What follows belongs to an exercise in optimizing a design on an open flow for small area and a short achievable clock period; a production flow would make more cautious choices. In this exercise RTL edits were held to simulation tests only and were not proved equivalent to the original.

==> module seg7, before the edit <==
module seg7 (
	input [3:0] n,
	output [6:0] hex
);
	assign hex[6] = (n[2] & n[1] & n[0]) | (~n[3] & ~n[2] & ~n[1]);
	assign hex[5] = (n[1] & n[0]) | (~n[2] & n[1]) | (~n[3] & ~n[2] & n[0]);
	assign hex[4] = n[0] | (n[2] & ~n[1]);
	assign hex[3] = (~n[2] & ~n[1] & n[0]) | (n[2] & ~n[1] & ~n[0]) | (n[2] & n[1] & n[0]);
	assign hex[2] = ~n[2] & n[1] & ~n[0];
	assign hex[1] = n[2] & (n[1] ^ n[0]);
	assign hex[0] = ~(n[3] | n[1] | (~n[2] & ~n[0]) | (n[2] & n[0]));
endmodule
export LEC_CHECK = 0
export ABC_AREA = 1
export CAP_MARGIN = 20
export CORE_MARGIN = 2
export CORE_UTILIZATION = 60
export SLEW_MARGIN = 20
create_clock -name core_clock -period 20.0 [get_ports {clk}]
standard.sh (not shown) runs the stock make flow with config.mk's settings and CLKGATE_MAP_FILE= SYNTH_SCRIPT=/design/flow/synth_recipe.tcl, a recipe that flattens the netlist after the stock synthesis.
==> flow/flow/run.sh <==
#!/bin/bash
# Own layout flow: the standard ORFS flow (standard.sh), with synthesis
# mapping logic with flow/abc_area.script and without adder cells, and the
# extra make variables listed one per line in flow/make_args.txt.
set -euo pipefail
WORK=$(pwd)
rm -rf "$WORK/scripts_own"
cp -r "$FLOW_HOME/scripts" "$WORK/scripts_own"
cp "$WORK/flow/abc_area.script" "$WORK/scripts_own/abc_area.script"
ARGS=()
if [ -f "$WORK/flow/make_args.txt" ]; then
  while IFS= read -r line; do
    [ -n "$line" ] && ARGS+=("$line")
  done < "$WORK/flow/make_args.txt"
fi
bash standard.sh finish ABC_AREA=1 ADDER_MAP_FILE= SCRIPTS_DIR="$WORK/scripts_own" "${ARGS[@]}" > "$WORK/flow_make.log" 2>&1
==> flow/flow/abc_area.script <==
strash
dch
map -B 0.9
topo
stime -c
buffer -c
upsize -c
dnsize -c
==> flow/flow/make_args.txt <==
BUFFER_PORTS_ARGS=-buffer_cell sky130_fd_sc_hd__buf_2
The baseline ran to the end with no violations.
Then changed:
--- a/flow/design.v
+++ b/flow/design.v
@@ -101,22 +101,29 @@
 		end
 	end
 	assign o = s[10:7];
 	assign t = s[14:11];
 endmodule
 module seg7 (
-	input [3:0] n,
-	output [6:0] hex
+	input [3:0] number,
+	output reg [6:0] hex
 );
-	assign hex[6] = (n[2] & n[1] & n[0]) | (~n[3] & ~n[2] & ~n[1]);
-	assign hex[5] = (n[1] & n[0]) | (~n[2] & n[1]) | (~n[3] & ~n[2] & n[0]);
-	assign hex[4] = n[0] | (n[2] & ~n[1]);
-	assign hex[3] = (~n[2] & ~n[1] & n[0]) | (n[2] & ~n[1] & ~n[0]) | (n[2] & n[1] & n[0]);
-	assign hex[2] = ~n[2] & n[1] & ~n[0];
-	assign hex[1] = n[2] & (n[1] ^ n[0]);
-	assign hex[0] = ~(n[3] | n[1] | (~n[2] & ~n[0]) | (n[2] & n[0]));
+	always @(*)
+		case (number)
+			4'd0: hex = 7'b1000000;
+			4'd1: hex = 7'b1111001;
+			4'd2: hex = 7'b0100100;
+			4'd3: hex = 7'b0110000;
+			4'd4: hex = 7'b0011001;
+			4'd5: hex = 7'b0010010;
+			4'd6: hex = 7'b0000010;
+			4'd7: hex = 7'b1111000;
+			4'd8: hex = 7'b0000000;
+			4'd9: hex = 7'b0011000;
+			default: hex = 7'b1111111;
+		endcase
 endmodule
 module calculator(
 	input Clock,
 	input [3:0] a0, a1, a2,
 	input [3:0] b0, b1, b2,
 	input signA,
Synthesized area increases by 5.5%.
Cell count rose by 2.2%.
First-iteration DRC count falls by 8.4%.
Count of clock-buffer cells in the layout climbs by 2.
Via count goes up by 1.6%.
Routed wire length goes up by 3.3%.
Worst setup slack improved by 180 ps.
Final area climbs by 5.4%.
Worst hold slack is worse by 3700 ps.
Sequential cell count increases by 7.
Synthesized cell count is higher by 2.3%.
Fmax rose by 1.9%.

--- another note on this design; it stands on its own ---

## rev 12
==> flow/design.v (excerpt) <==
module calc_core (
	input clk,
	input [12:0] op_a,       
	input [12:0] op_b,       
	input [3:0] operator,    
	output [6:0] hex0,       
	output [6:0] hex1,
	output [6:0] hex2,
	output [6:0] hex3,
	output [6:0] hex4,
	output [6:0] hex5,       
	output [6:0] hex6        
);
	wire [9:0] magA, magB;
	bcdToBinary u_bin1 (op_a[11:0], magA);
	bcdToBinary u_bin2 (op_b[11:0], magB);
	wire zeroA = (op_a[11:0] == 12'd0);
	wire zeroB = (op_b[11:0] == 12'd0);
	wire sameMag = (op_a[11:0] == op_b[11:0]);
	wire lessMag = (op_a[11:0] < op_b[11:0]);
	wire [19:0] answer;
	wire sign;
	calculator u_calc (clk, op_a[12], zeroA, magA, op_b[12], zeroB, magB, sameMag, lessMag, operator, answer, sign);
	wire [23:0] bcd;
	binaryToBcd u_bcd (answer, bcd);
	seg7 u_seg0 (bcd[3:0], hex0);
	seg7 u_seg1 (bcd[7:4], hex1);
	seg7 u_seg2 (bcd[11:8], hex2);
	seg7 u_seg3 (bcd[15:12], hex3);
	seg7 u_seg4 (bcd[19:16], hex4);
	seg7 u_seg5 (bcd[23:20], hex5);
	assign hex6 = sign ? 7'b0111111 : 7'b1000000;
endmodule
Size in the first run: about 2000 cells after synthesis, ~80 I/O pins.
clock: 20.0 ns
lec_check: 0
abc_area: 1
cap_margin: 20
core_margin: 2
core_utilization: 45
slew_margin: 20
standard.sh (not shown) runs the stock make flow with config.mk's settings and CLKGATE_MAP_FILE= SYNTH_SCRIPT=/design/flow/synth_recipe.tcl, a recipe that flattens the netlist after the stock synthesis.
==> flow/flow/run.sh <==
#!/bin/bash
# Own layout flow: the standard ORFS flow (standard.sh), with synthesis
# mapping logic with flow/abc_area.script and without adder cells, and the
# extra make variables listed one per line in flow/make_args.txt.
set -euo pipefail
WORK=$(pwd)
rm -rf "$WORK/scripts_own"
cp -r "$FLOW_HOME/scripts" "$WORK/scripts_own"
cp "$WORK/flow/abc_area.script" "$WORK/scripts_own/abc_area.script"
ARGS=()
if [ -f "$WORK/flow/make_args.txt" ]; then
  while IFS= read -r line; do
    [ -n "$line" ] && ARGS+=("$line")
  done < "$WORK/flow/make_args.txt"
fi
bash standard.sh finish ABC_AREA=1 ADDER_MAP_FILE= SCRIPTS_DIR="$WORK/scripts_own" "${ARGS[@]}" > "$WORK/flow_make.log" 2>&1
==> flow/flow/abc_area.script <==
strash
dch
map -B 0.9
topo
stime -c
buffer -c
upsize -c
dnsize -c
==> flow/flow/make_args.txt <==
BUFFER_PORTS_ARGS=-buffer_cell sky130_fd_sc_hd__buf_2
SETUP_SLACK_MARGIN=9.7
No stage failed in rev 12, and the final checks on the layout all came back clean.
#### Input delta (rev 13 over rev 12)
- CORE_UTILIZATION changed from 45 to 60
==> flow/flow/make_args.txt <==
BUFFER_PORTS_ARGS=-buffer_cell sky130_fd_sc_hd__buf_2
SETUP_SLACK_MARGIN=11
Findings:
Rev 13 never completed; the flow aborted with a tool error in global routing.
Re total half-perimeter wirelength after legalization and detailed placement: rev 13 is 340 um down on rev 12.
For post-synthesis net count, rev 13 and rev 12 come out practically identical.
Number of gates resized after cts was lower in the run labelled rev 12.
The proportion of synthesized chip area in sequential cells on rev 12 is in line with that on rev 13.
Between rev 12 and rev 13, the flow reports post-detailed-placement cell area increasing by a few percent.
Synthesized area: rev 12 vs rev 13 identical

-- static timing again, ports no longer ideal --
The flow's constraints put no driver on any port. The routed layouts listed below were extracted and timed again, unchanged, in two steps. Step 1: set_driving_cell puts a clkbuf_16 on clk and a buf_2 on each other input, an assumption about the parent block. Step 2 moves the port delays by t, midway between the first and last clock arrival at a register: inputs arrive t later, outputs are due t later. That takes back most of the time a late clock gives input paths. Three values: ideal ports, drivers, drivers and shift; two values: the first two.
| run | shift t [ns] | setup WS [ns] | worst setup path after step 2 | cell pins on the clock port's net |
|---|---|---|---|---|
| the first run of note 1 | 0.312 | 10.341 / 10.360 / 10.047 | input to register | 1 |
| the second run of note 1 | 0.316 | 10.522 / 10.526 / 10.210 | input to register | 1 |
| rev 12 | 0.300 | 8.682 / 8.641 / 8.941 | register to output | 1 |
After both steps every run listed still meets setup and hold. For the second run of note 1, which loses most, drivers alone change the setup slack by +0.004 ns; drivers and shift together by -0.312 ns.
